This is an optimization exercise on Yosys and OpenROAD, whose aim is a short achievable clock period and few clock cycles, not a production implementation. Where RTL was checked, it was by simulation tests only, not by an equivalence proof against the original. Only the layout flow was run in runs 1 to 4 and 6; the RTL was not checked for function there. Power figures rest on the tool's default switching activity, not on a simulated workload.

--- flow/run.sh ---
#!/bin/bash
# Standard ORFS layout (the standard.sh), with timing repair aimed below
# the real clock period (the SDC is unchanged; only repair_timing's setup
# margin is larger), port buffers of a plain buffer cell, and resizing not
# limited to cells of the same footprint.
set -euo pipefail
bash standard.sh SETUP_SLACK_MARGIN=5.6 TNS_END_PERCENT=100 \
  "BUFFER_PORTS_ARGS=-buffer_cell sky130_fd_sc_hd__buf_4" MATCH_CELL_FOOTPRINT=0 \
  finish > standard_flow.log 2>&1
--- standard.sh ---
#!/bin/bash
# synth_recipe.tcl (not shown) runs the flow's synth.tcl, then flattens the netlist and writes it again
# the make line also repeats each setting of config.mk as NAME=value (left out here)
make -C /OpenROAD-flow-scripts/flow DESIGN_CONFIG=/design/flow/config.mk WORK_HOME=/design/flow/orfs CLKGATE_MAP_FILE= SYNTH_SCRIPT=/design/flow/synth_recipe.tcl "${@:-finish}"
--- config.mk ---
export PLATFORM = sky130hd
export DESIGN_NAME = PMIPSL0
export DESIGN_NICKNAME = PMIPSL0
export VERILOG_FILES = /design/flow/design.v
export SDC_FILE = /design/flow/constraint.sdc
export NUM_CORES = 4
export LEC_CHECK = 0
export ABC_CLOCK_PERIOD_IN_PS = 2000
export CAP_MARGIN = 20
export CORE_MARGIN = 2
export CORE_UTILIZATION = 40
export PLACE_DENSITY = 0.6
export SLEW_MARGIN = 20
export TNS_END_PERCENT = 100
--- constraint.sdc ---
create_clock -name core_clock -period 8.0 [get_ports {clock}]
set_input_delay 1.6000 -clock core_clock [delete_from_list [all_inputs] [get_ports {clock}]]
set_output_delay 1.6000 -clock core_clock [all_outputs]
set_load 0.01 [all_outputs]
--- design.v ---
module PMIPSL0(
	imemaddr,	 
	dmemaddr,	 
	dmemwdata,	 
	dmemwrite,	 
	dmemread,	 
	clock,
	imemrdata,	 
	dmemrdata,	 
	reset		 
	);
output [15:0] imemaddr;
output [15:0] dmemaddr;
output [15:0] dmemwdata;
output dmemwrite;
output dmemread;
input [16:0] imemrdata;
input [15:0] dmemrdata;
input clock;
input reset;
parameter NB = 4;	 
localparam NBW = 2;	 
integer i;
function [15:0] ksadd;
	input [15:0] a;
	input [15:0] b;
	input cin;
	reg [15:0] g, p, gg, pp, g2, p2;
	integer k, d;
	begin
		g = a & b;
		p = a ^ b;
		gg = g;
		pp = p;
		gg[0] = g[0] | (p[0] & cin);
		for (d = 1; d < 16; d = d * 2) begin
			g2 = gg;
			p2 = pp;
			for (k = d; k < 16; k = k + 1) begin
				g2[k] = gg[k] | (pp[k] & gg[k-d]);
				p2[k] = pp[k] & pp[k-d];
			end
			gg = g2;
			pp = p2;
		end
		ksadd = p ^ {gg[14:0], cin};
	end
endfunction
function [7:1] onehot;
	input [2:0] r;
	integer k;
	begin
		for (k = 1; k < 8; k = k + 1) onehot[k] = (r == k);
	end
endfunction
reg [15:1] pc;
reg        id_valid;
reg [16:0] id_ins;
reg [15:1] id_pc;
reg [15:1] id_pc2;
reg [15:1] id_btgt;	 
reg        id_ubeq;	 
reg        id_cbeq;	 
reg [7:1]  id_rs1h, id_rt1h;
reg        id_pred;		 
reg [15:1] id_ptgt;		 
reg        ex_rw;		 
reg        ex_load;
reg        ex_store;
reg [2:0]  ex_dest;
reg        ex_cbeq;		 
reg        ex_chk;		 
reg [15:1] ex_tgt;
reg [15:1] ex_ptgt;
reg [15:0] ex_a, ex_b, ex_sd;
reg        ex_sel_sum, ex_sel_diff, ex_sel_slt, ex_sel_and;
reg        m_rw;
reg        m_load;
reg        m_store;
reg [2:0]  m_dest;
reg [15:0] m_res;
reg [15:0] m_sd;
reg [15:0] rf [1:7];
reg [7:1]  rvalid;
wire [7:1] m_we = m_rw ? onehot(m_dest) : 7'd0;
always @(posedge clock)
	if (reset) rvalid <= 7'd0;
	else rvalid <= rvalid | m_we;
always @(posedge clock)
	for (i = 1; i < 8; i = i + 1)
		if (m_we[i]) rf[i] <= m_load ? dmemrdata : m_res;
wire [3:0] op = id_ins[16:13];
wire [2:0] rs = id_ins[12:10];
wire [2:0] rt = id_ins[9:7];
wire [2:0] rd = id_ins[6:4];
wire [15:0] simm = {{9{id_ins[6]}}, id_ins[6:0]};
wire d_rtype = (op == 4'd0) | (op == 4'd1) | (op == 4'd2);
wire d_lw    = (op == 4'd3);
wire d_sw    = (op == 4'd4);
wire d_addi  = (op == 4'd6);
wire d_andi  = (op == 4'd7);
wire d_use_rs = d_rtype | d_lw | d_sw | id_cbeq | d_addi | d_andi;
wire d_use_rt = d_rtype | d_sw | id_cbeq;
wire [2:0] d_dest = d_rtype ? rd : rt;
wire d_rw = (d_rtype | d_lw | d_addi | d_andi) & (d_dest != 3'd0);
wire d_imm = d_lw | d_sw | d_addi | d_andi;
wire stall = id_valid & ex_load & ex_rw &
	((d_use_rs & (rs == ex_dest)) | (d_use_rt & (rt == ex_dest)));
wire id_redirect = id_valid & ~stall & (id_ubeq ^ id_pred);
wire [15:1] id_rtgt = id_ubeq ? id_btgt : id_pc2;
wire [15:0] A = ex_a;
wire [15:0] B = ex_b;
wire [15:0] sum  = ksadd(A, B, 1'b0);
wire [15:0] diff = ksadd(A, ~B, 1'b1);
wire [15:0] andv = A & B;
wire [15:0] sltv = {15'd0, diff[15]};
wire [15:0] alu = ({16{ex_sel_sum}}  & sum)
                | ({16{ex_sel_diff}} & diff)
                | ({16{ex_sel_slt}}  & sltv)
                | ({16{ex_sel_and}}  & andv);
wire eq = (A == B);
wire ex_redirect = (ex_cbeq & eq) | (ex_chk & (ex_ptgt != ex_tgt));
wire a_ex = ex_rw & (ex_dest == rs);
wire b_ex = ex_rw & (ex_dest == rt);
wire a_m = ~a_ex & m_rw & (m_dest == rs);
wire b_m = ~b_ex & m_rw & (m_dest == rt);
wire [7:1] a_rf = (a_ex | a_m) ? 7'd0 : (id_rs1h & rvalid);
wire [7:1] b_rf = (b_ex | b_m) ? 7'd0 : (id_rt1h & rvalid);
function [15:0] opnd;
	input m;
	input [7:1] sel;
	reg [15:0] v;
	integer k;
	begin
		v = ({16{m & m_load}} & dmemrdata) | ({16{m & ~m_load}} & m_res);
		for (k = 1; k < 8; k = k + 1) v = v | ({16{sel[k]}} & rf[k]);
		opnd = v;
	end
endfunction
function [15:0] fwd;
	input f;
	begin
		fwd = ({16{f & ex_sel_sum}}  & sum)
		    | ({16{f & ex_sel_diff}} & diff)
		    | ({16{f & ex_sel_slt}}  & sltv)
		    | ({16{f & ex_sel_and}}  & andv);
	end
endfunction
wire [15:0] v_a  = fwd(a_ex) | opnd(a_m, a_rf);
wire [15:0] v_b  = fwd(b_ex & ~d_imm) | opnd(b_m & ~d_imm, d_imm ? 7'd0 : b_rf)
                 | ({16{d_imm}} & simm);
wire [15:0] v_sd = fwd(b_ex) | opnd(b_m, b_rf);
reg [15:1] btb_tag [0:NB-1];
reg [15:1] btb_tgt [0:NB-1];
reg [NB-1:0] btb_v;
reg [NBW-1:0] btb_ptr;
reg        btb_hit;
reg [15:1] btb_target;
always @(*) begin
	btb_hit = 1'b0;
	btb_target = 15'd0;
	for (i = 0; i < NB; i = i + 1)
		if (btb_v[i] && btb_tag[i] == pc) begin
			btb_hit = 1'b1;
			btb_target = btb_target | btb_tgt[i];
		end
end
wire btb_we = id_valid & id_ubeq & ~id_pred;
always @(posedge clock)
	if (reset) begin
		btb_v <= 0;
		btb_ptr <= 0;
	end else if (btb_we) begin
		btb_v[btb_ptr] <= 1'b1;
		btb_ptr <= btb_ptr + 1'b1;
	end
always @(posedge clock)
	if (btb_we) begin
		btb_tag[btb_ptr] <= id_pc;
		btb_tgt[btb_ptr] <= id_btgt;
	end
wire [15:1] pc2 = pc + 15'd1;
wire [3:0] f_op = imemrdata[16:13];
wire f_j = f_op[3] & ~f_op[2] & ~(f_op[1] & f_op[0]);	 
wire f_beq = (f_op == 4'd5);
wire f_same = (imemrdata[12:10] == imemrdata[9:7]);
wire [15:1] f_jtgt = {1'b0, pc2[15:14], imemrdata[11:0]};
wire [7:0] f_lo = {1'b0, pc2[7:1]} + {1'b0, imemrdata[6:0]};
wire [15:8] hip = pc2[15:8] + 8'd1;
wire [15:8] him = pc2[15:8] - 8'd1;
wire [15:8] f_hi = imemrdata[6] ? (f_lo[7] ? pc2[15:8] : him) : (f_lo[7] ? hip : pc2[15:8]);
wire [15:1] f_btgt = {f_hi, f_lo[6:0]};
wire f_pred = btb_hit & ~f_j;
wire s_ex   = ex_redirect;
wire s_id   = ~s_ex & id_redirect;
wire s_hold = ~s_ex & ~id_redirect & stall;
wire s_f    = ~s_ex & ~id_redirect & ~stall;
wire [15:1] pc_next = ({15{s_ex}} & ex_tgt)
                    | ({15{s_id}} & id_rtgt)
                    | ({15{s_hold}} & pc)
                    | ({15{s_f & f_j}} & f_jtgt)
                    | ({15{s_f & ~f_j & btb_hit}} & btb_target)
                    | ({15{s_f & ~f_j & ~btb_hit}} & pc2);
always @(posedge clock)
	if (reset) pc <= 15'd0;
	else pc <= pc_next;
assign imemaddr = {pc, 1'b0};
always @(posedge clock)
	if (reset | ex_redirect) id_valid <= 1'b0;
	else if (!stall) id_valid <= ~id_redirect;
always @(posedge clock)
	if (!stall) begin
		id_ins <= imemrdata;
		id_pc <= pc;
		id_pc2 <= pc2;
		id_btgt <= f_btgt;
		id_ubeq <= f_beq & f_same;
		id_cbeq <= f_beq & ~f_same;
		id_rs1h <= onehot(imemrdata[12:10]);
		id_rt1h <= onehot(imemrdata[9:7]);
		id_pred <= f_pred;
		id_ptgt <= btb_target;
	end
wire id_go = id_valid & ~stall & ~ex_redirect;
always @(posedge clock)
	if (reset | ~id_go) begin
		ex_rw <= 1'b0;
		ex_load <= 1'b0;
		ex_store <= 1'b0;
		ex_cbeq <= 1'b0;
		ex_chk <= 1'b0;
	end else begin
		ex_rw <= d_rw;
		ex_load <= d_lw;
		ex_store <= d_sw;
		ex_cbeq <= id_cbeq;
		ex_chk <= id_pred & id_ubeq;
	end
always @(posedge clock) begin
	ex_dest <= d_dest;
	ex_tgt <= id_btgt;
	ex_ptgt <= id_ptgt;
	ex_a <= v_a;
	ex_b <= v_b;
	ex_sd <= v_sd;
	ex_sel_sum  <= (op == 4'd0) | d_lw | d_sw | d_addi;
	ex_sel_diff <= (op == 4'd1);
	ex_sel_slt  <= (op == 4'd2);
	ex_sel_and  <= d_andi;
end
always @(posedge clock)
	if (reset) begin
		m_rw <= 1'b0;
		m_load <= 1'b0;
		m_store <= 1'b0;
	end else begin
		m_rw <= ex_rw;
		m_load <= ex_load;
		m_store <= ex_store;
	end
always @(posedge clock) begin
	m_dest <= ex_dest;
	m_res <= alu;
	m_sd <= ex_sd;
end
assign dmemaddr = m_res;
assign dmemwdata = m_sd;
assign dmemwrite = m_store;
assign dmemread = m_load;
endmodule
==> impl_metrics.json, run 1 <==
{
  "wirelength_um": 70000,
  "r2r_setup_slack_ps": 5010,
  "path_max_fanout": 5,
  "crit_arrival_ps": 3390,
  "cts_buffers": 52,
  "io_buffers": 83,
  "synth_edf_count": 326,
  "synthMuxAreaShare_pct": 2.90,
  "nNetsFinal": 2056,
  "syn_inst": 1685,
  "synth_area_um2": 21200,
  "htree_num_levels": 2,
  "num_rows": 84,
  "grt_pass1_wl_um": 98700,
  "critical_path_class": "primary input to flip-flop",
  "setup-tns-final_ps": 0,
  "worstPathRequired_ps": 8350,
  "rsz0062_at_grt": "yes",
  "yosysMostFrequentCell": "edfxtp_1",
  "grt_pass1_vias": 15700,
  "max_freq_mhz": 329,
  "ys_ff_latch": 483,
  "firstDrtPassIters": 7,
  "cts_buffer_depth": 3,
  "drive_gt1_share_pct": 38.2,
  "grt_max_degree": 33,
  "finalClockSkew_ps": 56.7,
  "vdd_drop_max_uv": 158,
  "fp.dieH_um": 234,
  "ff2ff_path_depth": 12,
  "grt_remaining_overflow": 0,
  "worstHoldStart": "ex_sd[2]",
  "drtIter0Drc": 2101,
  "synth_cell_types": 83,
  "synth_top_family_by_area": "compound AO/OA/AOI/OAI gates",
  "worstMarginPinSlew_ps": 1130,
  "r2r_start": "pc[2]",
  "antenna_found_initial": 1,
  "fin_area_um2": 28800,
  "r2r_end": "id_btgt[14]",
  "post-route-period-util_pct": 38.0,
  "start_util_pct": 40.3,
  "synthSimpleGateAreaFrac_pct": 10.1,
  "p_leak_uw": 0.0108,
  "grt_usage_pct": 24.3,
  "powerDensity_nw_per_um2": 215,
  "drc_errors": 0,
  "fin_util_pct": 54.8,
  "slew_headroom_pct": 24.6,
  "hold_path_end": "m_sd[2]",
  "ys_warn_count": 2,
  "synthAdderAreaFrac_pct": 3.17,
  "die_w_um": 234,
  "cts_root_buf": "clkbuf_16",
  "dieArea_um2": 54700,
  "area_delta_synth_final_pct": 36.0,
  "clk_transition_reported_paths_ps": 60,
  "yosysTopAreaCellShare_pct": 46.3,
  "synth_xor_area_share_pct": 5.18,
  "synthFlopType": "edfxtp_1",
  "gp_congestion": 0.889,
  "hold_path_class": "flip-flop to flip-flop",
  "synth_area_leaders": "edfxtp_1, dfxtp_1, xnor2_1",
  "whs_path_depth": 0,
  "seq_area_frac_synth_pct": 61.1,
  "cts_tree": "done",
  "clock_latency_ps": 630,
  "cp-startpoint": "imemrdata[1]",
  "cts_hold_buf": 0,
  "vias": 16400,
  "setup_viol": 0,
  "antenna_left": 0,
  "async_flop_share_pct": 0,
  "finalHoldViolations": 0,
  "wl_per_cell_um": 25.9,
  "synth_area_per_cell_um2": 12.6,
  "cts_sinks": 483,
  "place_hpwl_um": 40300,
  "placed_area_um2": 22800,
  "synth-compound-area-share_pct": 14.3,
  "maxCapViolCount": 0,
  "min_period_ps": 3040,
  "drv_slew": 0,
  "drt-vias-per-instance": 6.08,
  "synth.largest_area_cell": "edfxtp_1",
  "n_antenna_cell": 0,
  "startpoint_type": "primary input",
  "syn-num-nets": 1771,
  "core_area_um2": 52400,
  "critPathCaptureType": "flip-flop",
  "netlist_top_cells_count": "edfxtp_1, dfxtp_1, nand2_1, xnor2_1, a22oi_1",
  "ios": 85,
  "status": "timing/DRC/antenna clean"
}
[critical path, cell delays in order]
cell	delay, ps
buf_8	100
ha_4	210
a21oi_4	120
o211ai_1	110
buf_4	160
o41ai_4	440
and3_1	250
nand3_2	110
o22ai_2	220
xnor2_1	80
[cell families (layout without fill, tap and decap cells)]
family,after synthesis,in the layout
multiplexers,58,58
XOR/XNOR,125,125
buffers and inverters,160,481
flip-flops,483,483
AND/OR/NAND/NOR,403,411
AO/OA/AOI/OAI,403,403
adder cells (fa/ha/maj),52,52
other,1,1
[registers in the layout, summed over array words and instances (netlist names), 16 cells and up]
signal   flops
m_sd        16
rf         112
ex_sd       16
btb_tgt     60
id_ins      17
ex_b        16
ex_a        16
btb_tag     60
m_res       16
[layout make-up]
| class | count | area (µm²) |
|---|---|---|
| Clock buffer | 74 | 1550 |
| Clock inverter | 24 | 277 |
| Fill cell | 4163 | 23700 |
| Inverter | 64 | 250 |
| Multi-Input combinational cell | 1050 | 9480 |
| Sequential cell | 483 | 13100 |
| Tap cell | 688 | 861 |
| Timing Repair Buffer | 319 | 3270 |
[through the flow]
step	std cells	hold slack, ps	power (µW)	setup slack [ps]
CTS	2634	321	6100	5050
global placement	2391	312	3460	3910
floorplan	1685	310	3260	4630
detailed placement	2391	313	3470	3850
global route	2702	323	6360	4900
finish	2702	318	6190	4960
[per-layer routing]
layer / global-route usage (%) / part of all wire [%] / vias to the layer above
met5: 0 / 0.019 / -
met4: 10.1 / 4.1 / 2
met3: 4.82 / 10 / 191
met2: 36.7 / 44 / 992
met1: 34.1 / 42 / 8160
li1: - / - / 7073
[placed cells by master (no fill, tap or decap), drive strengths merged, types with 24 or more instances in the layout]
cell type,count
nand3,28
a221oi,28
a22oi,86
nor4,26
mux2,24
nor3,33
buf,312
clkbuf,81
ha,48
xnor2,101
dfxtp,157
nand4,32
xor2,24
edfxtp,326
a222oi,24
nor2,78
nand2,115
inv,66
mux2i,34
a22o,26
o21ai,31
a21oi,70
[report_power, final]
group | internal [µW] | switching (µW)
Sequential | 2790 | 103
Combinational | 347 | 415
Clock | 1490 | 1040
Total | 4630 | 1560
[worst max-delay path by stage]
stage	slack [ps]	endpoint	cells after the start
2_1_floorplan	4630	id_btgt[14]	9
3_3_place_gp	3910	id_btgt[14]	9
3_5_place_dp	3850	id_btgt[14]	9
4_1_cts	5050	id_btgt[14]	10
5_1_grt	4900	id_btgt[14]	10
6_report	4960	id_btgt[14]	10
[repair_timing]
item / 4_1_cts / 5_1_grt
pin swaps: 112 / 117
gates cloned: 9 / 7
setup buffers: 136 / 61
gates resized for setup: 376 / 165
setup endpoints to repair: 341 / 172
==> inputs of run 2 (changes only) <==
--- a/design.v
+++ b/design.v
@@ -18,8 +18,8 @@
 input [15:0] dmemrdata;
 input clock;
 input reset;
-parameter NB = 4;	 
-localparam NBW = 2;	 
+parameter NB = 2;	 
+localparam NBW = 1;	 
 integer i;
 function [15:0] ksadd;
 	input [15:0] a;
@@ -53,32 +53,37 @@
 		for (k = 1; k < 8; k = k + 1) onehot[k] = (r == k);
 	end
 endfunction
-reg [15:1] pc;
+reg [15:1] pc_o;
+reg [15:1] pc_n;
+wire [15:1] pc = ~pc_n;
 reg        id_valid;
 reg [16:0] id_ins;
 reg [15:1] id_pc;
-reg [15:1] id_pc2;
-reg [15:1] id_btgt;	 
+reg [7:0]  id_blo;	 
+reg [15:8] id_phi;	 
 reg        id_ubeq;	 
 reg        id_cbeq;	 
 reg [7:1]  id_rs1h, id_rt1h;
 reg        id_pred;		 
 reg [15:1] id_ptgt;		 
+reg        ex_bad;		 
 reg        ex_rw;		 
 reg        ex_load;
 reg        ex_store;
 reg [2:0]  ex_dest;
 reg        ex_cbeq;		 
-reg        ex_chk;		 
 reg [15:1] ex_tgt;
-reg [15:1] ex_ptgt;
 reg [15:0] ex_a, ex_b, ex_sd;
 reg        ex_sel_sum, ex_sel_diff, ex_sel_slt, ex_sel_and;
 reg        m_rw;
-reg        m_load;
+reg        m_read;
+reg        m_load_n;
+wire       m_load = ~m_load_n;
 reg        m_store;
 reg [2:0]  m_dest;
-reg [15:0] m_res;
+reg [15:0] m_addr;
+reg [15:0] m_res_n;
+wire [15:0] m_res = ~m_res_n;
 reg [15:0] m_sd;
 reg [15:0] rf [1:7];
 reg [7:1]  rvalid;
@@ -104,10 +109,15 @@
 wire [2:0] d_dest = d_rtype ? rd : rt;
 wire d_rw = (d_rtype | d_lw | d_addi | d_andi) & (d_dest != 3'd0);
 wire d_imm = d_lw | d_sw | d_addi | d_andi;
+wire [15:8] id_hip = id_phi + 8'd1;
+wire [15:8] id_him = id_phi - 8'd1;
+wire [15:8] id_bhi = id_ins[6] ? (id_blo[7] ? id_phi : id_him)
+                               : (id_blo[7] ? id_hip : id_phi);
+wire [15:1] id_btgt = {id_bhi, id_blo[6:0]};
 wire stall = id_valid & ex_load & ex_rw &
 	((d_use_rs & (rs == ex_dest)) | (d_use_rt & (rt == ex_dest)));
 wire id_redirect = id_valid & ~stall & (id_ubeq ^ id_pred);
-wire [15:1] id_rtgt = id_ubeq ? id_btgt : id_pc2;
+wire [15:1] id_rtgt = id_ubeq ? id_btgt : (id_pc + 15'd1);
 wire [15:0] A = ex_a;
 wire [15:0] B = ex_b;
 wire [15:0] sum  = ksadd(A, B, 1'b0);
@@ -119,7 +129,7 @@
                 | ({16{ex_sel_slt}}  & sltv)
                 | ({16{ex_sel_and}}  & andv);
 wire eq = (A == B);
-wire ex_redirect = (ex_cbeq & eq) | (ex_chk & (ex_ptgt != ex_tgt));
+wire ex_redirect = (ex_cbeq & eq) | ex_bad;
 wire a_ex = ex_rw & (ex_dest == rs);
 wire b_ex = ex_rw & (ex_dest == rt);
 wire a_m = ~a_ex & m_rw & (m_dest == rs);
@@ -186,10 +196,6 @@
 wire f_same = (imemrdata[12:10] == imemrdata[9:7]);
 wire [15:1] f_jtgt = {1'b0, pc2[15:14], imemrdata[11:0]};
 wire [7:0] f_lo = {1'b0, pc2[7:1]} + {1'b0, imemrdata[6:0]};
-wire [15:8] hip = pc2[15:8] + 8'd1;
-wire [15:8] him = pc2[15:8] - 8'd1;
-wire [15:8] f_hi = imemrdata[6] ? (f_lo[7] ? pc2[15:8] : him) : (f_lo[7] ? hip : pc2[15:8]);
-wire [15:1] f_btgt = {f_hi, f_lo[6:0]};
 wire f_pred = btb_hit & ~f_j;
 wire s_ex   = ex_redirect;
 wire s_id   = ~s_ex & id_redirect;
@@ -202,9 +208,14 @@
                     | ({15{s_f & ~f_j & btb_hit}} & btb_target)
                     | ({15{s_f & ~f_j & ~btb_hit}} & pc2);
 always @(posedge clock)
-	if (reset) pc <= 15'd0;
-	else pc <= pc_next;
-assign imemaddr = {pc, 1'b0};
+	if (reset) begin
+		pc_o <= 15'd0;
+		pc_n <= 15'h7fff;
+	end else begin
+		pc_o <= pc_next;
+		pc_n <= ~pc_next;
+	end
+assign imemaddr = {pc_o, 1'b0};
 always @(posedge clock)
 	if (reset | ex_redirect) id_valid <= 1'b0;
 	else if (!stall) id_valid <= ~id_redirect;
@@ -212,8 +223,8 @@
 	if (!stall) begin
 		id_ins <= imemrdata;
 		id_pc <= pc;
-		id_pc2 <= pc2;
-		id_btgt <= f_btgt;
+		id_blo <= f_lo;
+		id_phi <= pc2[15:8];
 		id_ubeq <= f_beq & f_same;
 		id_cbeq <= f_beq & ~f_same;
 		id_rs1h <= onehot(imemrdata[12:10]);
@@ -224,22 +235,21 @@
 wire id_go = id_valid & ~stall & ~ex_redirect;
 always @(posedge clock)
 	if (reset | ~id_go) begin
+		ex_bad <= 1'b0;
 		ex_rw <= 1'b0;
 		ex_load <= 1'b0;
 		ex_store <= 1'b0;
 		ex_cbeq <= 1'b0;
-		ex_chk <= 1'b0;
 	end else begin
+		ex_bad <= id_pred & id_ubeq & (id_ptgt != id_btgt);
 		ex_rw <= d_rw;
 		ex_load <= d_lw;
 		ex_store <= d_sw;
 		ex_cbeq <= id_cbeq;
-		ex_chk <= id_pred & id_ubeq;
 	end
 always @(posedge clock) begin
 	ex_dest <= d_dest;
 	ex_tgt <= id_btgt;
-	ex_ptgt <= id_ptgt;
 	ex_a <= v_a;
 	ex_b <= v_b;
 	ex_sd <= v_sd;
@@ -251,20 +261,23 @@
 always @(posedge clock)
 	if (reset) begin
 		m_rw <= 1'b0;
-		m_load <= 1'b0;
+		m_read <= 1'b0;
+		m_load_n <= 1'b1;
 		m_store <= 1'b0;
 	end else begin
 		m_rw <= ex_rw;
-		m_load <= ex_load;
+		m_read <= ex_load;
+		m_load_n <= ~ex_load;
 		m_store <= ex_store;
 	end
 always @(posedge clock) begin
 	m_dest <= ex_dest;
-	m_res <= alu;
+	m_addr <= alu;
+	m_res_n <= ~alu;
 	m_sd <= ex_sd;
 end
-assign dmemaddr = m_res;
+assign dmemaddr = m_addr;
 assign dmemwdata = m_sd;
 assign dmemwrite = m_store;
-assign dmemread = m_load;
+assign dmemread = m_read;
 endmodule
==> impl_metrics.json, run 2 <==
{
  "fin_area_um2": 25400,
  "hold_path_class": "flip-flop to flip-flop",
  "top_regs": "rf (112), btb_tag (30), btb_tgt (30)",
  "setup_viol": 0,
  "syn-num-nets": 1650,
  "cts_root_buf": "clkbuf_16",
  "core_area_um2": 45500,
  "grt_pass1_wl_um": 86300,
  "slew_headroom_pct": 41.9,
  "mostFrequentLayoutCells": "edfxtp_1, buf_4, dfxtp_1",
  "critical_path.max_stage_delay_ps": 510,
  "yosysTopAreaCellShare_pct": 41.0,
  "drv_slew": 0,
  "final_common_cell": "edfxtp_1",
  "crit_arrival_ps": 3300,
  "place_hpwl_um": 35700,
  "drc_errors": 0,
  "grt_remaining_overflow": 0,
  "synthMuxAreaShare_pct": 0.820,
  "min_period_ps": 2790,
  "clk_transition_reported_paths_ps": 60,
  "whs_path_depth": 0,
  "grt_max_degree": 41,
  "p_leak_uw": 0.00963,
  "max_freq_mhz": 358,
  "syn_inst": 1569,
  "ys_ff_latch": 423,
  "synthFlopType": "edfxtp_1",
  "num_rows": 78,
  "setup-tns-final_ps": 0,
  "synth_xor_area_share_pct": 5.17,
  "largest_reg_flops": 112,
  "io_buffers": 83,
  "synth-compound-area-share_pct": 16.6,
  "cts_hold_buf": 0,
  "fillCellCount": 3698,
  "synth_top_family_by_area": "compound AO/OA/AOI/OAI gates",
  "startpoint_type": "flip-flop",
  "wl_per_cell_um": 24.7,
  "ios": 85,
  "wirelength_um": 60900,
  "maxCapViolCount": 0,
  "path_max_fanout": 2,
  "cts_buffer_depth": 3,
  "critical_path_class": "flip-flop to flip-flop",
  "placed_area_um2": 20200,
  "dieArea_um2": 47900,
  "status": "timing/DRC/antenna clean",
  "synth_area_um2": 18500,
  "antenna_found_initial": 0,
  "synth_cell_types": 75,
  "ff2ff_path_depth": 12,
  "finalHoldViolations": 0,
  "vias": 14800,
  "worstMarginPinSlew_ps": 867,
  "synth_area_per_cell_um2": 11.8,
  "critPathSlowestCell": "or4_4",
  "rsz0062_at_grt": "yes",
  "die_w_um": 219,
  "top_register": "rf",
  "worstPathRequired_ps": 8510,
  "netlist_top_cells_count": "edfxtp_1, dfxtp_1, nand2_1, nor2_1, inv_1",
  "post-route-period-util_pct": 34.9,
  "nNetsFinal": 1911,
  "synthAdderAreaFrac_pct": 3.24,
  "drt-vias-per-instance": 5.98,
  "cts_tree": "done",
  "synth_area_leaders": "edfxtp_1, dfxtp_1, ha_1",
  "area_delta_synth_final_pct": 37.7,
  "synth.largest_area_cell": "edfxtp_1",
  "clock_latency_ps": 580,
  "critPathCaptureType": "flip-flop",
  "synth_edf_count": 252,
  "grt_pass1_vias": 14200,
  "fp.dieH_um": 219,
  "drive_gt1_share_pct": 40.1,
  "antenna_left": 0,
  "async_flop_share_pct": 0,
  "powerDensity_nw_per_um2": 207,
  "cts_sinks": 423,
  "start_util_pct": 40.6,
  "cts_buffers": 45,
  "grt_usage_pct": 24.1,
  "firstDrtPassIters": 6,
  "cp_cell_sequence": "ha_4, fa_2, nor2b_4, o21ai_2, buf_4, buf_6, a311oi_4, or4_4, a32oi_4, a21oi_4, o21ai_4, o21a_1",
  "synthSimpleGateAreaFrac_pct": 11.0,
  "htree_num_levels": 2,
  "drtIter0Drc": 1597,
  "ys_warn_count": 2,
  "yosysMostFrequentCell": "edfxtp_1",
  "seq_area_frac_synth_pct": 59.5,
  "finalClockSkew_ps": 20.0,
  "vdd_drop_max_uv": 179,
  "gp_congestion": 0.877
}
==> run 2: final timing paths <==
check                  from       end  slack [ps]
setup / recovery    ex_b[0]   ex_b[8]        5210
hold / removal    ex_sd[14]  m_sd[14]         330
setup reg to reg    ex_b[0]   ex_b[8]        5210
hold reg to reg   ex_sd[14]  m_sd[14]         330
==> run 2: kinds of logic (layout without fill, tap and decap cells) <==
| kind of cell | after synthesis | after routing |
|---|---|---|
| compound gates | 412 | 413 |
| xor+xnor | 109 | 109 |
| fa+ha+maj | 46 | 46 |
| buf+inv | 168 | 461 |
| flops | 423 | 423 |
| mux | 14 | 14 |
| other cells | 1 | 2 |
| simple gates | 396 | 399 |
==> run 2: area by class of cell <==
type / instances / area [µm²] / area share [%]
Sequential cell: 423 / 11100 / 43.6
Timing Repair Buffer: 302 / 3050 / 12.0
Clock inverter: 23 / 174 / 0.684
Clock buffer: 60 / 1330 / 5.21
Antenna cell: 1 / 2.50 / 0.00984
Multi-Input combinational cell: 982 / 8720 / 34.3
Tap cell: 600 / 751 / 2.95
Inverter: 76 / 329 / 1.29
==> run 2: metal layers <==
metal | vias to the layer above | global-route usage [%] | wire length, µm
met2 | 817 | 38.1 | 28300
met4 | 0 | 11.1 | 2720
met5 | - | 0 | 0
met1 | 7291 | 32.7 | 25000
li1 | 6464 | - | -
met3 | 181 | 3.63 | 4910
==> run 2: what timing repair did <==
action                                  in CTS  in global routing
gates resized for setup                    294                200
endpoints found under the setup margin     218                154
buffers inserted                           107                 79
cloned                                       6                  4
pin swaps                                  105                116
==> run 2: power by group <==
group          switching (µW)  internal [µW]  leakage, µW
Sequential               84.4           2420      0.00393
Combinational             346            311      0.00495
Clock                     873           1230     0.000749
Total                    1300           3960      0.00963
==> run 2: critical path, delay by kind of cell, from the launching register on <==
kind            cells  cell delay [ps]
buf+inv             2              220
compound gates      6              970
fa+ha+maj           2              510
flops               1              360
simple gates        2              660
==> run 2: per-stage QoR <==
stage | worst slack (ps) | util [%] | instances | total power [µW] | hold slack, ps
CTS | 5120 | 52.3 | 2383 | 5160 | 322
global route | 5180 | 55.9 | 2466 | 5430 | 318
detailed placement | 4480 | 44.3 | 2187 | 2980 | 312
finish | 5210 | 55.9 | 2467 | 5260 | 328
global placement | 4490 | 44.3 | 2187 | 2980 | 311
floorplan | 5000 | - | 1569 | 2810 | 310
==> inputs of run 3 (changes only) <==
--- a/flow/run.sh
+++ b/flow/run.sh
@@ -4,6 +4,6 @@
 # margin is larger), port buffers of a plain buffer cell, and resizing not
 # limited to cells of the same footprint.
 set -euo pipefail
-bash standard.sh SETUP_SLACK_MARGIN=5.6 TNS_END_PERCENT=100 \
+bash standard.sh SETUP_SLACK_MARGIN=6.0 TNS_END_PERCENT=100 \
   "BUFFER_PORTS_ARGS=-buffer_cell sky130_fd_sc_hd__buf_4" MATCH_CELL_FOOTPRINT=0 \
   finish > standard_flow.log 2>&1
==> impl_metrics.json, run 3 <==
{
  "grt_max_degree": 41,
  "setup_ws_ps": 5180,
  "setup-tns-final_ps": 0,
  "core_area_um2": 45500,
  "status": "timing/DRC/antenna clean",
  "drt-vias-per-instance": 6.03,
  "finalHoldViolations": 0,
  "syn_inst": 1569,
  "grt_remaining_overflow": 0,
  "grt_usage_pct": 25.9,
  "grt_pass1_wl_um": 91800,
  "cp_cell_sequence": "xor2_2, nor4b_4, buf_4, buf_12, buf_6, nor2b_4, buf_6, buf_4, a222oi_1, nand4_1, a211o_1, or2_4",
  "fp.dieH_um": 219,
  "synth_area_per_cell_um2": 11.8,
  "max_freq_mhz": 355,
  "top_regs": "rf (112), btb_tag (30), btb_tgt (30)",
  "netlist_top_cells_count": "edfxtp_1, dfxtp_1, nand2_1, nor2_1, inv_1",
  "cts_root_buf": "clkbuf_16",
  "min_period_ps": 2820,
  "place_hpwl_um": 36200,
  "drive_gt1_share_pct": 44.9,
  "synth.largest_area_cell": "edfxtp_1",
  "vdd_drop_max_uv": 158,
  "largest_reg_flops": 112,
  "hold_path_class": "flip-flop to flip-flop",
  "crit_buf_inv": 5,
  "fin_util_pct": 58.3,
  "synth_area_um2": 18500,
  "crit_arrival_ps": 3280,
  "nNetsFinal": 1963,
  "async_flop_share_pct": 0,
  "antenna_left": 0,
  "mostFrequentLayoutCells": "edfxtp_1, buf_4, buf_6",
  "synthFlopType": "edfxtp_1",
  "yosysTopAreaCellShare_pct": 41.0,
  "critical_path_class": "flip-flop to flip-flop",
  "clk_transition_reported_paths_ps": 60,
  "cts_buffers": 44,
  "synth_cell_types": 75,
  "gp_congestion": 0.869,
  "io_buffers": 83,
  "drtIter0Drc": 1864,
  "top_register": "rf",
  "finalClockSkew_ps": 35.7,
  "setup_viol": 0,
  "grt_pass1_vias": 14700,
  "ys_ff_latch": 423,
  "seq_area_frac_synth_pct": 59.5,
  "die_w_um": 219,
  "yosysMostFrequentCell": "edfxtp_1",
  "drv_slew": 0,
  "firstDrtPassIters": 7,
  "cts_sinks": 423,
  "drc_errors": 0,
  "antenna_found_initial": 1,
  "area_delta_synth_final_pct": 43.4,
  "rsz0062_at_grt": "yes",
  "syn-num-nets": 1650,
  "wl_per_cell_um": 25.4,
  "regArea_um2": 11100,
  "critPathTopFamily": "simple AND/OR/NAND/NOR gates",
  "dp_slack_ps": 4060,
  "cts_buffer_depth": 3,
  "critical_path.max_stage_delay_ps": 430,
  "p_leak_uw": 0.0100,
  "synth_edf_count": 252,
  "worstMarginPinSlew_ps": 919,
  "num_rows": 78,
  "critPathSlowestCell": "edfxtp_1",
  "synth_area_leaders": "edfxtp_1, dfxtp_1, ha_1",
  "multiInputGateArea_um2": 9250,
  "critPathCaptureType": "flip-flop",
  "powerDensity_nw_per_um2": 198,
  "cts_tree": "done",
  "worstPathRequired_ps": 8460,
  "slew_headroom_pct": 38.7,
  "start_util_pct": 40.6,
  "n_antenna_cell": 0,
  "wirelength_um": 63900,
  "htree_num_levels": 2,
  "ios": 85,
  "fillCellCount": 3583,
  "final_common_cell": "edfxtp_1",
  "path_max_fanout": 5,
  "ys_warn_count": 2,
  "startpoint_type": "flip-flop",
  "placed_area_um2": 20400,
  "cts_hold_buf": 0,
  "vias": 15200,
  "maxCapViolCount": 0,
  "fin_area_um2": 26500,
  "post-route-period-util_pct": 35.2,
  "clock_latency_ps": 600,
  "dieArea_um2": 47900
}
## run 3: cell types whose count changed in the layout (fill, tap and decap cells not counted), moves of 11 or more
cell	before	now
a21oi_2	19	7
a21oi_4	3	19
buf_4	173	184
buf_6	91	120
clkbuf_1	4	15
dfxtp_1	104	91
## run 3: cell families after synthesis
group,synth area share [%]
flops,59.5
compound gates,16.6
simple gates,11.0
buf+inv,3.62
xor+xnor,5.17
fa+ha+maj,3.24
mux,0.820
other cells,0.0203
## run 3: power by group
part	internal (µW)	switching (µW)	total, µW
clock network	1140	884	2020
logic	340	369	709
registers	2420	84.2	2500
total	3900	1340	5230
## run 3: timing repair
action | CTS | global route
cloned | 20 | 5
pin swaps | 134 | 128
gates resized for setup | 411 | 178
setup buffers | 165 | 66
endpoints found under the setup margin | 290 | 276
## run 3: layout make-up
class                      instances  area share (%)
inverter                          76            1.26
clock inverter                    15           0.529
clock buffer                      67            4.78
sequential                       423            41.9
timing repair buffer             349            13.7
multi-input combinational        988            34.9
tap                              600            2.83
## run 3: metrics by stage
step / cells / hold WS, ps / power (µW)
after global routing: 2518 / 330 / 5400
final: 2518 / 315 / 5230
after CTS: 2447 / 314 / 5180
after floorplan: 1569 / 310 / 2830
after global placement: 2180 / 312 / 3000
after detailed placement: 2180 / 313 / 3010
## run 3: worst paths after layout
| kind | depth (start not counted) | start | slack [ps] | endpoint |
|---|---|---|---|---|
| worst min register to register | 0 | ex_sd[4] | 320 | m_sd[4] |
| worst max-delay path | 12 | id_ins[7] | 5180 | ex_sd[15] |
| worst min-delay path | 0 | ex_sd[4] | 320 | m_sd[4] |
| worst max register to register | 12 | id_ins[7] | 5180 | ex_sd[15] |
## run 3: per-layer routing
layer	vias up	GRT usage (%)	routed length, µm
met5	-	0	8
met4	2	11.3	2870
met3	191	5.67	6040
li1	6572	-	-
met1	7560	34.1	25400
met2	857	41.1	29600
==> inputs of run 4 (changes only) <==
--- a/design.v
+++ b/design.v
@@ -46,6 +46,39 @@
 		ksadd = p ^ {gg[14:0], cin};
 	end
 endfunction
+function [15:1] inc15;
+	input [15:1] a;
+	reg [15:1] c;
+	integer k;
+	begin
+		c[1] = 1'b1;
+		for (k = 2; k < 16; k = k + 1) c[k] = c[k-1] & a[k-1];
+		inc15 = a ^ c;
+	end
+endfunction
+function [8:0] ksadd8;
+	input [7:0] a;
+	input [7:0] b;
+	reg [7:0] g, p, gg, pp, g2, p2;
+	integer k, d;
+	begin
+		g = a & b;
+		p = a ^ b;
+		gg = g;
+		pp = p;
+		for (d = 1; d < 8; d = d * 2) begin
+			g2 = gg;
+			p2 = pp;
+			for (k = d; k < 8; k = k + 1) begin
+				g2[k] = gg[k] | (pp[k] & gg[k-d]);
+				p2[k] = pp[k] & pp[k-d];
+			end
+			gg = g2;
+			pp = p2;
+		end
+		ksadd8 = {gg[7], p ^ {gg[6:0], 1'b0}};
+	end
+endfunction
 function [7:1] onehot;
 	input [2:0] r;
 	integer k;
@@ -59,8 +92,7 @@
 reg        id_valid;
 reg [16:0] id_ins;
 reg [15:1] id_pc;
-reg [7:0]  id_blo;	 
-reg [15:8] id_phi;	 
+reg [15:1] id_pc2;
 reg        id_ubeq;	 
 reg        id_cbeq;	 
 reg [7:1]  id_rs1h, id_rt1h;
@@ -109,15 +141,18 @@
 wire [2:0] d_dest = d_rtype ? rd : rt;
 wire d_rw = (d_rtype | d_lw | d_addi | d_andi) & (d_dest != 3'd0);
 wire d_imm = d_lw | d_sw | d_addi | d_andi;
-wire [15:8] id_hip = id_phi + 8'd1;
-wire [15:8] id_him = id_phi - 8'd1;
+wire [8:0] id_bsum = ksadd8({1'b0, id_pc2[7:1]}, {1'b0, id_ins[6:0]});
+wire [7:0] id_blo = id_bsum[7:0];
+wire [15:8] id_phi = id_pc2[15:8];
+wire [15:8] id_hip = ksadd8(id_phi, 8'h01);
+wire [15:8] id_him = ksadd8(id_phi, 8'hff);
 wire [15:8] id_bhi = id_ins[6] ? (id_blo[7] ? id_phi : id_him)
                                : (id_blo[7] ? id_hip : id_phi);
 wire [15:1] id_btgt = {id_bhi, id_blo[6:0]};
-wire stall = id_valid & ex_load & ex_rw &
-	((d_use_rs & (rs == ex_dest)) | (d_use_rt & (rt == ex_dest)));
+reg stall_r;
+wire stall = id_valid & stall_r;
 wire id_redirect = id_valid & ~stall & (id_ubeq ^ id_pred);
-wire [15:1] id_rtgt = id_ubeq ? id_btgt : (id_pc + 15'd1);
+wire [15:1] id_rtgt = id_ubeq ? id_btgt : inc15(id_pc);
 wire [15:0] A = ex_a;
 wire [15:0] B = ex_b;
 wire [15:0] sum  = ksadd(A, B, 1'b0);
@@ -189,13 +224,12 @@
 		btb_tag[btb_ptr] <= id_pc;
 		btb_tgt[btb_ptr] <= id_btgt;
 	end
-wire [15:1] pc2 = pc + 15'd1;
+wire [15:1] pc2 = inc15(pc);
 wire [3:0] f_op = imemrdata[16:13];
 wire f_j = f_op[3] & ~f_op[2] & ~(f_op[1] & f_op[0]);	 
 wire f_beq = (f_op == 4'd5);
 wire f_same = (imemrdata[12:10] == imemrdata[9:7]);
 wire [15:1] f_jtgt = {1'b0, pc2[15:14], imemrdata[11:0]};
-wire [7:0] f_lo = {1'b0, pc2[7:1]} + {1'b0, imemrdata[6:0]};
 wire f_pred = btb_hit & ~f_j;
 wire s_ex   = ex_redirect;
 wire s_id   = ~s_ex & id_redirect;
@@ -223,8 +257,7 @@
 	if (!stall) begin
 		id_ins <= imemrdata;
 		id_pc <= pc;
-		id_blo <= f_lo;
-		id_phi <= pc2[15:8];
+		id_pc2 <= pc2;
 		id_ubeq <= f_beq & f_same;
 		id_cbeq <= f_beq & ~f_same;
 		id_rs1h <= onehot(imemrdata[12:10]);
@@ -233,6 +266,15 @@
 		id_ptgt <= btb_target;
 	end
 wire id_go = id_valid & ~stall & ~ex_redirect;
+wire [2:0] f_rs = imemrdata[12:10];
+wire [2:0] f_rt = imemrdata[9:7];
+wire f_rtype = (f_op == 4'd0) | (f_op == 4'd1) | (f_op == 4'd2);
+wire f_use_rs = ~f_op[3] & ~(f_beq & f_same);
+wire f_use_rt = f_rtype | (f_op == 4'd4) | (f_beq & ~f_same);
+always @(posedge clock)
+	if (reset) stall_r <= 1'b0;
+	else stall_r <= id_go & d_lw & d_rw &
+		((f_use_rs & (f_rs == d_dest)) | (f_use_rt & (f_rt == d_dest)));
 always @(posedge clock)
 	if (reset | ~id_go) begin
 		ex_bad <= 1'b0;
==> flow/run.sh (replaced) <==
#!/bin/bash
# Standard ORFS layout (the standard.sh), with timing repair aimed below
# the real clock period (the SDC is unchanged; only repair_timing's setup
# margin is larger), port buffers of a plain buffer cell, and resizing not
# limited to cells of the same footprint.
set -euo pipefail
bash standard.sh SETUP_SLACK_MARGIN=5.6 TNS_END_PERCENT=100 \
  "BUFFER_PORTS_ARGS=-buffer_cell sky130_fd_sc_hd__buf_4" MATCH_CELL_FOOTPRINT=0 ADDER_MAP_FILE= \
  finish > standard_flow.log 2>&1
==> impl_metrics.json, run 4 <==
{
  "hold_path_class": "flip-flop to flip-flop",
  "vdd_drop_max_uv": 149,
  "grt_usage_pct": 24.4,
  "drv_slew": 0,
  "finalHoldViolations": 0,
  "synth_xor_area_share_pct": 7.40,
  "syn_inst": 1659,
  "wl_per_cell_um": 24.5,
  "r2r_start": "ex_a[0]",
  "vias": 15100,
  "synthMuxAreaShare_pct": 1.40,
  "status": "timing/DRC/antenna clean",
  "worstPathRequired_ps": 8440,
  "netlist_top_cells_count": "edfxtp_1, dfxtp_1, nand2_1, nor2_1, inv_1",
  "ys_warn_count": 2,
  "grt_pass1_vias": 14600,
  "cpMostUsedCell": "maj3_2",
  "slew_headroom_pct": 44.9,
  "final_common_cell": "edfxtp_1",
  "fp.dieH_um": 222,
  "cts_buffers": 45,
  "critPathCaptureType": "flip-flop",
  "grt_pass1_wl_um": 91200,
  "synth_cell_types": 103,
  "max_freq_mhz": 337,
  "post-route-period-util_pct": 37.1,
  "worstMarginPinSlew_ps": 827,
  "largest_reg_flops": 112,
  "crit_arrival_ps": 3410,
  "cts_sinks": 423,
  "grt_max_degree": 61,
  "whs_path_depth": 0,
  "cts_root_buf": "clkbuf_16",
  "drive_gt1_share_pct": 38.1,
  "yosysTopAreaCellShare_pct": 39.8,
  "synth_area_leaders": "edfxtp_1, dfxtp_1, xor2_1",
  "setup_viol": 0,
  "rsz0062_at_grt": "yes",
  "place_hpwl_um": 38500,
  "clock_latency_ps": 600,
  "n_antenna_cell": 0,
  "synthSimpleGateAreaFrac_pct": 11.8,
  "synth_edf_count": 251,
  "io_buffers": 83,
  "antenna_left": 0,
  "cts_hold_buf": 0,
  "antenna_found_initial": 2,
  "setup-tns-final_ps": 0,
  "num_rows": 79,
  "cts_buffer_depth": 3,
  "wirelength_um": 62000,
  "path_max_fanout": 5,
  "fillCellCount": 3900,
  "startpoint_type": "flip-flop",
  "htree_num_levels": 2,
  "grt_remaining_overflow": 0,
  "firstDrtPassIters": 17,
  "start_util_pct": 40.6,
  "p_leak_uw": 0.00949,
  "synth_area_um2": 18900,
  "ios": 85,
  "hold_path_end": "m_sd[9]",
  "drc_errors": 0,
  "dp_slack_ps": 4000,
  "die_w_um": 222,
  "finalClockSkew_ps": 40.6,
  "synthAdderAreaFrac_pct": 0.945,
  "ys_ff_latch": 423,
  "nNetsFinal": 1920,
  "mostFrequentLayoutCells": "edfxtp_1, buf_4, buf_6",
  "cts_tree": "done",
  "critPathSlowestCell": "dfxtp_4",
  "setup_ws_ps": 5030,
  "critical_path.max_stage_delay_ps": 370,
  "synth_top_family_by_area": "compound AO/OA/AOI/OAI gates",
  "synth-compound-area-share_pct": 16.1,
  "top_regs": "rf (112), btb_tag (30), btb_tgt (30)",
  "critical_path_class": "flip-flop to flip-flop",
  "drtIter0Drc": 1630,
  "synth.largest_area_cell": "edfxtp_1",
  "clk_transition_reported_paths_ps": 60,
  "gp_congestion": 0.870,
  "min_period_ps": 2970,
  "async_flop_share_pct": 0,
  "synth_area_per_cell_um2": 11.4,
  "ff2ff_path_depth": 10,
  "cp_cell_sequence": "a31oi_4, o311ai_2, a22oi_2, nand2_2, maj3_2, maj3_2, maj3_2, a22o_1, o21ai_2, nand4_1",
  "r2r_end": "ex_a[9]",
  "area_delta_synth_final_pct": 33.1,
  "synthFlopType": "edfxtp_1",
  "crit_buf_inv": 0,
  "yosysMostFrequentCell": "edfxtp_1",
  "drt-vias-per-instance": 5.96,
  "core_area_um2": 46700,
  "maxCapViolCount": 0,
  "top_register": "rf",
  "powerDensity_nw_per_um2": 236,
  "syn-num-nets": 1694,
  "seq_area_frac_synth_pct": 58.0,
  "worstHoldStart": "ex_sd[9]",
  "critPathTopFamily": "compound AO/OA/AOI/OAI gates",
  "dieArea_um2": 49100,
  "r2r_setup_slack_ps": 5030
}
run 4: cell count changes after synthesis, moves of 16 or more:
cell,before,now
a222oi_1,29,2
ha_1,43,0
o22ai_1,7,26
xor2_1,56,84
nand2_1,105,121
a21oi_1,47,71
o21ai_0,56,40
run 4: how the worst max path moves through the flow:
stage	cells after the start	slack, ps	to	startpoint
detailed placement	10	4000	pc_n[9]	ex_b[14]
floorplan	8	5090	pc_o[14]	imemrdata[15]
global route	10	5010	ex_a[9]	ex_a[0]
global placement	10	4150	pc_n[9]	ex_b[14]
finish	10	5030	ex_a[9]	ex_a[0]
CTS	10	5070	ex_a[9]	ex_b[0]
run 4: timing repair:
action / 4_1_cts / 5_1_grt
pin swaps: 125 / 70
setup buffers: 127 / 44
gates resized for setup: 370 / 103
gates cloned: 7 / 0
hold endpoints to repair: 0 / 0
endpoints found under the setup margin: 194 / 193
run 4: report_power, final:
part           leakage (µW)  switching [µW]  internal [µW]
clock network      0.000761             887           1290
registers           0.00395             134           2460
logic               0.00478             613            557
run 4: cell families after synthesis:
group / after synthesis
AND/OR/NAND/NOR: 435
buffers and inverters: 195
XOR/XNOR: 154
other: 1
multiplexers: 25
flip-flops: 423
adder cells (fa/ha/maj): 17
AO/OA/AOI/OAI: 409
run 4: metrics by stage:
step	hold slack, ps	utilization, %	instance area [µm²]	std cells	power [µW]
global route	327	54.0	25200	2529	6140
CTS	319	52.4	24400	2485	5860
finish	318	54.0	25200	2529	5940
detailed placement	313	43.6	20300	2267	3420
global placement	310	43.6	20300	2267	3400
floorplan	310	-	19300	1659	3180
run 4: cell type report:
class | count | area, µm² | share of cell area, %
Multi-Input combinational cell | 1046 | 8810 | 35.0
Sequential cell | 423 | 11100 | 44.1
Inverter | 88 | 337 | 1.34
Tap cell | 607 | 759 | 3.01
Timing Repair Buffer | 281 | 2630 | 10.4
Clock inverter | 17 | 215 | 0.854
Clock buffer | 67 | 1330 | 5.29
run 4: routing by layer:
metal | track usage (%) | share of wire [%]
met1 | 34.4 | 43
met3 | 5.13 | 9.4
met2 | 37.0 | 44
met4 | 9.35 | 3.6
met5 | 0 | 0
==> inputs of run 5 (changes only) <==
--- a/design.v
+++ b/design.v
@@ -141,18 +141,16 @@
 wire [2:0] d_dest = d_rtype ? rd : rt;
 wire d_rw = (d_rtype | d_lw | d_addi | d_andi) & (d_dest != 3'd0);
 wire d_imm = d_lw | d_sw | d_addi | d_andi;
-wire [8:0] id_bsum = ksadd8({1'b0, id_pc2[7:1]}, {1'b0, id_ins[6:0]});
+wire [8:0] id_bsum = {1'b0, id_pc2[7:1]} + {2'b0, id_ins[6:0]};
 wire [7:0] id_blo = id_bsum[7:0];
 wire [15:8] id_phi = id_pc2[15:8];
-wire [15:8] id_hip = ksadd8(id_phi, 8'h01);
-wire [15:8] id_him = ksadd8(id_phi, 8'hff);
+wire [15:8] id_hip = id_phi + 8'd1;
+wire [15:8] id_him = id_phi - 8'd1;
 wire [15:8] id_bhi = id_ins[6] ? (id_blo[7] ? id_phi : id_him)
                                : (id_blo[7] ? id_hip : id_phi);
 wire [15:1] id_btgt = {id_bhi, id_blo[6:0]};
 reg stall_r;
 wire stall = id_valid & stall_r;
-wire id_redirect = id_valid & ~stall & (id_ubeq ^ id_pred);
-wire [15:1] id_rtgt = id_ubeq ? id_btgt : inc15(id_pc);
 wire [15:0] A = ex_a;
 wire [15:0] B = ex_b;
 wire [15:0] sum  = ksadd(A, B, 1'b0);
@@ -191,6 +189,12 @@
 		    | ({16{f & ex_sel_and}}  & andv);
 	end
 endfunction
+reg e_fwd;
+wire z_sum = ((A ^ B) == {A[14:0] | B[14:0], 1'b0});
+wire e_ok = e_fwd & (ex_sel_sum | ex_sel_diff);
+wire e_taken = e_ok & (ex_sel_sum ? z_sum : eq);
+wire id_redirect = id_valid & ~stall & ((id_ubeq ^ id_pred) | e_taken);
+wire [15:1] id_rtgt = (id_ubeq | e_taken) ? id_btgt : id_pc2;
 wire [15:0] v_a  = fwd(a_ex) | opnd(a_m, a_rf);
 wire [15:0] v_b  = fwd(b_ex & ~d_imm) | opnd(b_m & ~d_imm, d_imm ? 7'd0 : b_rf)
                  | ({16{d_imm}} & simm);
@@ -224,7 +228,7 @@
 		btb_tag[btb_ptr] <= id_pc;
 		btb_tgt[btb_ptr] <= id_btgt;
 	end
-wire [15:1] pc2 = inc15(pc);
+wire [15:1] pc2 = pc + 15'd1;
 wire [3:0] f_op = imemrdata[16:13];
 wire f_j = f_op[3] & ~f_op[2] & ~(f_op[1] & f_op[0]);	 
 wire f_beq = (f_op == 4'd5);
@@ -271,6 +275,13 @@
 wire f_rtype = (f_op == 4'd0) | (f_op == 4'd1) | (f_op == 4'd2);
 wire f_use_rs = ~f_op[3] & ~(f_beq & f_same);
 wire f_use_rt = f_rtype | (f_op == 4'd4) | (f_beq & ~f_same);
+wire f_rs0 = (f_rs == 3'd0);
+wire f_rt0 = (f_rt == 3'd0);
+wire f_ecand = f_beq & (f_rs0 ^ f_rt0);
+wire [2:0] f_er = f_rs0 ? f_rt : f_rs;
+always @(posedge clock)
+	if (reset) e_fwd <= 1'b0;
+	else e_fwd <= id_go & d_rw & ~d_lw & f_ecand & (f_er == d_dest);
 always @(posedge clock)
 	if (reset) stall_r <= 1'b0;
 	else stall_r <= id_go & d_lw & d_rw &
@@ -287,7 +298,7 @@
 		ex_rw <= d_rw;
 		ex_load <= d_lw;
 		ex_store <= d_sw;
-		ex_cbeq <= id_cbeq;
+		ex_cbeq <= id_cbeq & ~e_ok;
 	end
 always @(posedge clock) begin
 	ex_dest <= d_dest;
==> flow/run.sh (replaced) <==
#!/bin/bash
# Standard ORFS layout, with timing repair aimed below the real clock period
# (the SDC is unchanged; only repair_timing's setup margin is larger).
set -euo pipefail
MARGIN=${MARGIN:-5.6}
bash standard.sh SETUP_SLACK_MARGIN=$MARGIN TNS_END_PERCENT=100 finish > standard_flow.log 2>&1
==> impl_metrics.json, run 5 <==
{
  "drive_gt1_share_pct": 39.7,
  "synth_area_um2": 19700,
  "seqPwrFrac_pct": 42.5,
  "hold_path_class": "flip-flop to flip-flop",
  "clock_latency_ps": 590,
  "synth_cell_types": 89,
  "setup-tns-final_ps": 0,
  "cts_root_buf": "clkbuf_16",
  "htree_num_levels": 2,
  "cts_hold_buf": 0,
  "wl_per_cell_um": 25.5,
  "vias": 16500,
  "grt_max_degree": 75,
  "power_frac_clock_pct": 35.2,
  "n_antenna_cell": 0,
  "min_period_ps": 2880,
  "ios": 85,
  "gp_congestion": 0.930,
  "mostFrequentLayoutCells": "edfxtp_1, buf_4, dfxtp_1",
  "fin_util_pct": 55.9,
  "drt-vias-per-instance": 6.06,
  "place_hpwl_um": 41500,
  "slew_headroom_pct": 23.5,
  "fp.dieH_um": 226,
  "crit_buf_inv": 6,
  "critPathSlowestCell": "or4_4",
  "powerDensity_nw_per_um2": 216,
  "yosysMostFrequentCell": "edfxtp_1",
  "maxCapViolCount": 0,
  "combPwrFrac_pct": 22.3,
  "firstDrtPassIters": 6,
  "startpoint_type": "flip-flop",
  "drtIter0Drc": 1939,
  "post-route-period-util_pct": 36.0,
  "grt_pass1_vias": 16100,
  "antenna_found_initial": 0,
  "seq_area_frac_synth_pct": 55.7,
  "ys_ff_latch": 424,
  "wirelength_um": 69200,
  "grt_usage_pct": 26.4,
  "start_util_pct": 40.4,
  "drv_slew": 0,
  "largest_reg_flops": 112,
  "cts_buffers": 45,
  "async_flop_share_pct": 0,
  "top_register": "rf",
  "critPathTopFamily": "buffers and inverters",
  "met3_length_um": 6130,
  "critical_path.max_stage_delay_ps": 530,
  "finalClockSkew_ps": 17.8,
  "synthFlopType": "edfxtp_1",
  "syn_inst": 1725,
  "die_w_um": 226,
  "placed_area_um2": 21800,
  "area_delta_synth_final_pct": 38.2,
  "synth_area_leaders": "edfxtp_1, dfxtp_1, ha_1",
  "drc_errors": 0,
  "internal_power_uw": 4220,
  "critical_path_class": "flip-flop to flip-flop",
  "wl_met1_um": 28000,
  "dieArea_um2": 51200,
  "dr.max_layer_used": "met4",
  "path_max_fanout": 5,
  "critPathCaptureType": "flip-flop",
  "crit_arrival_ps": 3320,
  "cts_sinks": 424,
  "p_sw_uw": 1690,
  "fin_area_um2": 27300,
  "ys_warn_count": 2,
  "rsz0062_at_grt": "yes",
  "grt_remaining_overflow": 0,
  "final_common_cell": "edfxtp_1",
  "grt_pass1_wl_um": 100000,
  "clk_transition_reported_paths_ps": 70,
  "cp_cell_sequence": "inv_2, ha_4, or4_4, buf_4, buf_6, o211ai_1, buf_4, buf_6, a21oi_4, xnor2_1, a222oi_1, buf_4, o211ai_1",
  "finalHoldViolations": 0,
  "nNetsFinal": 2110,
  "synth.largest_area_cell": "edfxtp_1",
  "synth_edf_count": 251,
  "core_area_um2": 48800,
  "syn-num-nets": 1820,
  "wl_met2_um": 31600,
  "synth_area_per_cell_um2": 11.4,
  "max_freq_mhz": 347,
  "vdd_drop_max_uv": 146,
  "switching_share_pct": 28.6,
  "setup_viol": 0,
  "cts_buffer_depth": 3,
  "worstPathRequired_ps": 8430,
  "num_rows": 81,
  "top_regs": "rf (112), btb_tag (30), btb_tgt (30)",
  "worstMarginPinSlew_ps": 1150,
  "cts_tree": "done",
  "cpMostUsedCell": "buf_4",
  "yosysTopAreaCellShare_pct": 38.2,
  "netlist_top_cells_count": "edfxtp_1, dfxtp_1, nand2_1, inv_1, nor2_1",
  "antenna_left": 0,
  "p_leak_uw": 0.0102,
  "status": "timing/DRC/antenna clean",
  "io_buffers": 83
}
==> run 5: cell types whose count changed after synthesis, sizes merged, moves of 10 or more <==
cell    change
o21ai      -17
o22ai      -18
xnor2      -11
xor2       -22
nor3       +41
ha         +57
nand2      -17
and3       -24
maj3       -17
a222oi     +21
o21bai     +10
==> run 5: layout make-up <==
| type | count | area [µm²] |
|---|---|---|
| clock buffers | 66 | 1280 |
| clock inverters | 18 | 165 |
| fillers | 4020 | 21600 |
| inverters | 96 | 372 |
| multi-input cells | 1112 | 10400 |
| flip-flops and latches | 424 | 11100 |
| well taps | 664 | 831 |
| repair buffers | 336 | 3140 |
==> run 5: logic make-up after synthesis <==
family                     Yosys count  synth area share, %
AOI/OAI and AO/OA                  464                 18.0
buffers and inverters              192                 3.90
other                                1               0.0190
DFF                                424                 55.7
adders and majority gates           60                 3.92
and+or+nand+nor                    437                 11.6
muxes                               24                 1.31
xor gates and xnor gates           123                 5.60
==> run 5: metal layers <==
metal | GRT usage, % | vias up
li1 | - | 7176
met1 | 35.1 | 8177
met2 | 41.7 | 918
met3 | 4.79 | 201
met4 | 12.7 | 0
met5 | 0 | -
==> run 5: power by group through the flow <==
stage | Sequential [µW] | Clock (µW) | Combinational [µW]
after floorplan | 2520 | 0 | 583
after global placement | 2540 | 0 | 859
after detailed placement | 2540 | 0 | 863
after CTS | 2500 | 2100 | 1220
after global routing | 2520 | 2170 | 1390
final | 2510 | 2080 | 1320
==> run 5: worst reg2reg max path, stage by stage, from the launching register on <==
cell and delay (ps):
dfxtp_2 340, inv_2 50, ha_4 260, or4_4 530, buf_4 150, buf_6 110, o211ai_1 140, buf_4 170
buf_6 120, a21oi_4 70, xnor2_1 140, a222oi_1 290, buf_4 220, o211ai_1 130
==> run 5: final timing paths <==
| kind | start | endpoint | slack, ps | depth (start not counted) |
|---|---|---|---|---|
| worst max-delay path | ex_b[6] | ex_b[12] | 5120 | 13 |
| worst min-delay path | ex_sd[2] | m_sd[2] | 320 | 0 |
| worst max register to register | ex_b[6] | ex_b[12] | 5120 | 13 |
| worst min register to register | ex_sd[2] | m_sd[2] | 320 | 0 |
==> run 5: repair_timing <==
item | CTS | global route
setup endpoints to repair | 180 | 171
gates resized for setup | 635 | 131
cloned | 6 | 2
buffers inserted | 175 | 44
pin swaps | 155 | 82
==> run 5: metrics by stage <==
step | cells | setup slack, ps | hold slack, ps | total power, µW
floorplan | 1725 | 5190 | 310 | 3110
finish | 2716 | 5120 | 324 | 5910
CTS | 2670 | 5140 | 323 | 5820
detailed placement | 2405 | 3860 | 312 | 3400
global route | 2716 | 5080 | 326 | 6080
global placement | 2405 | 3960 | 311 | 3400
Testbench counts of run 5, summed over its fixed seeds: cycles 110,368.
==> inputs of run 6 (changes only) <==
--- a/design.v
+++ b/design.v
@@ -153,8 +153,8 @@
 wire stall = id_valid & stall_r;
 wire [15:0] A = ex_a;
 wire [15:0] B = ex_b;
-wire [15:0] sum  = ksadd(A, B, 1'b0);
-wire [15:0] diff = ksadd(A, ~B, 1'b1);
+wire [15:0] sum  = A + B;
+wire [15:0] diff = A - B;
 wire [15:0] andv = A & B;
 wire [15:0] sltv = {15'd0, diff[15]};
 wire [15:0] alu = ({16{ex_sel_sum}}  & sum)
==> impl_metrics.json, run 6 <==
{
  "start_util_pct": 40.5,
  "synth_area_um2": 19300,
  "startpoint_type": "flip-flop",
  "fp.dieH_um": 224,
  "max_freq_mhz": 342,
  "grt_pass1_vias": 15200,
  "nNetsFinal": 2038,
  "cts_buffers": 46,
  "gp_congestion": 0.888,
  "ys_warn_count": 2,
  "worstMarginPinSlew_ps": 1170,
  "synth_area_per_cell_um2": 11.6,
  "crit_arrival_ps": 3390,
  "fillCellCount": 3820,
  "drc_errors": 0,
  "synth_edf_count": 251,
  "core_area_um2": 47700,
  "status": "timing/DRC/antenna clean",
  "post-route-period-util_pct": 36.5,
  "p_total_uw": 5260,
  "grt_pass1_wl_um": 93100,
  "drt-vias-per-instance": 5.94,
  "critical_path.max_stage_delay_ps": 510,
  "powerDensity_nw_per_um2": 195,
  "synthFlopType": "edfxtp_1",
  "wirelength_um": 63900,
  "finalHoldViolations": 0,
  "vias": 15400,
  "clk_transition_reported_paths_ps": 60,
  "antenna_found_initial": 0,
  "cts_root_buf": "clkbuf_16",
  "critPathTopFamily": "simple AND/OR/NAND/NOR gates",
  "cp-startpoint": "ex_b[9]",
  "hold_path_class": "flip-flop to flip-flop",
  "grt_usage_pct": 24.6,
  "firstDrtPassIters": 8,
  "cts_tree": "done",
  "slew_headroom_pct": 22.2,
  "top_regs": "rf (112), btb_tag (30), btb_tgt (30)",
  "die_w_um": 224,
  "r2r_start": "ex_b[9]",
  "clock_latency_ps": 590,
  "cp_cell_sequence": "inv_2, ha_4, or3_4, nand4bb_4, nor4_4, buf_4, or4_4, a21o_4, buf_6, nor2_4, clkbuf_16, nand2_1, a31o_1",
  "top_register": "rf",
  "synth_area_leaders": "edfxtp_1, dfxtp_1, ha_1",
  "drtIter0Drc": 1665,
  "cts_buffer_depth": 3,
  "p_leak_uw": 0.0102,
  "syn-num-nets": 1756,
  "maxCapViolCount": 0,
  "final_common_cell": "edfxtp_1",
  "critical_path_class": "flip-flop to flip-flop",
  "crit_buf_inv": 4,
  "r2r_setup_slack_ps": 5080,
  "dp_cells": 2283,
  "netlist_top_cells_count": "edfxtp_1, dfxtp_1, nand2_1, nor2_1, inv_1",
  "mostFrequentLayoutCells": "edfxtp_1, buf_4, dfxtp_1",
  "num_rows": 80,
  "syn_inst": 1661,
  "setup_viol": 0,
  "dieArea_um2": 50100,
  "largest_reg_flops": 112,
  "place_hpwl_um": 38500,
  "grt_remaining_overflow": 0,
  "worstPathRequired_ps": 8470,
  "drv_slew": 0,
  "worstHoldStart": "ex_sd[4]",
  "cts_sinks": 424,
  "synth.largest_area_cell": "edfxtp_1",
  "setup-tns-final_ps": 0,
  "grt_max_degree": 66,
  "critPathSlowestCell": "or4_4",
  "htree_num_levels": 2,
  "synth_cell_types": 86,
  "cts_hold_buf": 0,
  "rsz0062_at_grt": "yes",
  "min_period_ps": 2920,
  "yosysTopAreaCellShare_pct": 39.0,
  "stdcell_count": 2595,
  "whs_ps": 322,
  "wl_per_cell_um": 24.6,
  "finalClockSkew_ps": 26.5,
  "area_delta_synth_final_pct": 39.3,
  "antenna_left": 0,
  "seq_area_frac_synth_pct": 56.9,
  "async_flop_share_pct": 0,
  "drive_gt1_share_pct": 39.9,
  "ios": 85,
  "vdd_drop_max_uv": 163,
  "fin_util_pct": 56.4,
  "critPathCaptureType": "flip-flop",
  "ys_ff_latch": 424,
  "yosysMostFrequentCell": "edfxtp_1",
  "n_antenna_cell": 0,
  "path_max_fanout": 7,
  "io_buffers": 83
}
[run 6: changes by cell type in the layout (fill, tap and decap cells not counted), moves of 11 or more]
cell / before / now
inv_1: 71 / 58
nand2_1: 83 / 69
a21oi_1: 38 / 23
dfxtp_2: 54 / 43
buf_4: 179 / 168
a22oi_1: 61 / 47
nand2_2: 11 / 25
[run 6: metal layers]
layer | track usage, % | wire length, µm
met1 | 32.8 | 26400
met3 | 4.22 | 5130
met5 | 0 | 0
met4 | 11.0 | 2790
met2 | 39.5 | 29600
[run 6: layout make-up]
class                   instances  area, µm²  share of cell area, %
multi-input cells            1049       9980                   37.1
flip-flops and latches        424      11100                   41.2
well taps                     615        769                   2.86
repair buffers                336       3230                   12.0
clock inverters                16        190                  0.707
inverters                      86        333                   1.24
clock buffers                  69       1320                   4.90
[run 6: report_power, final]
part | switching, µW | internal [µW] | total [µW]
Clock | 871 | 1270 | 2140
Combinational | 344 | 329 | 673
Sequential | 61.2 | 2390 | 2450
Total | 1280 | 3980 | 5260
[run 6: cell families after synthesis]
group,after synthesis,share of synthesized area [%]
other cells,1,0.0194
compound gates,377,15.3
buf+inv,189,3.96
simple gates,446,12.1
mux,23,1.28
flops,424,56.9
fa+ha+maj,60,4.00
xor+xnor,141,6.39
[run 6: final timing paths]
kind	endpoint	depth (start not counted)
setup / recovery	pc_n[1]	13
hold / removal	m_sd[4]	0
setup reg to reg	pc_n[1]	13
hold reg to reg	m_sd[4]	0
[run 6: stage by stage]
step | instance area (µm²) | worst slack [ps]
floorplan | 20000 | 5250
global placement | 21400 | 3990
detailed placement | 21400 | 3980
CTS | 25800 | 5110
global route | 26900 | 5020
finish | 26900 | 5080
[run 6: repair_timing]
item                       in CTS  in global routing
gates resized for setup       608                144
setup buffers                 177                 44
gates cloned                    5                  1
pin swaps                     153                114
setup endpoints to repair     192                169

-- separate check: timing with driven ports --
The results above use ideal ports. As a check the final layouts listed here were re-extracted and re-timed, cells and wires unchanged. Step 1: set_driving_cell puts a clkbuf_16 on clock and a buf_2 on each other input, an assumption about the parent block. Step 2 adds t to the input delays and takes it off the output delays; t is the mean of the earliest and latest rising clock arrival at the registers after step 1. Input paths then give back, and output paths get back, about the clock's delay inside the block. a / b / c = ideal / step 1 / step 2; a / b = the first two.
| run | t, ns | slack for setup (ns) | latest minus earliest clock arrival (ns) |
|---|---|---|---|
| run 1 | 0.659 | 4.959 / 4.982 / 4.323 | 0.057 / 0.057 |
| run 2 | 0.627 | 5.210 / 5.210 / 4.786 | 0.021 / 0.021 |
| run 3 | 0.643 | 5.184 / 5.184 / 4.797 | 0.037 / 0.037 |
| run 4 | 0.636 | 5.029 / 5.029 / 4.766 | 0.042 / 0.042 |
| run 5 | 0.645 | 5.118 / 5.118 / 4.643 | 0.019 / 0.019 |
| run 6 | 0.633 | 5.079 / 5.079 / 4.707 | 0.027 / 0.028 |
After both steps every run listed still meets setup and hold. The setup slack of run 1, which loses most, moves by +0.023 ns with the drivers and by -0.636 ns with both steps.
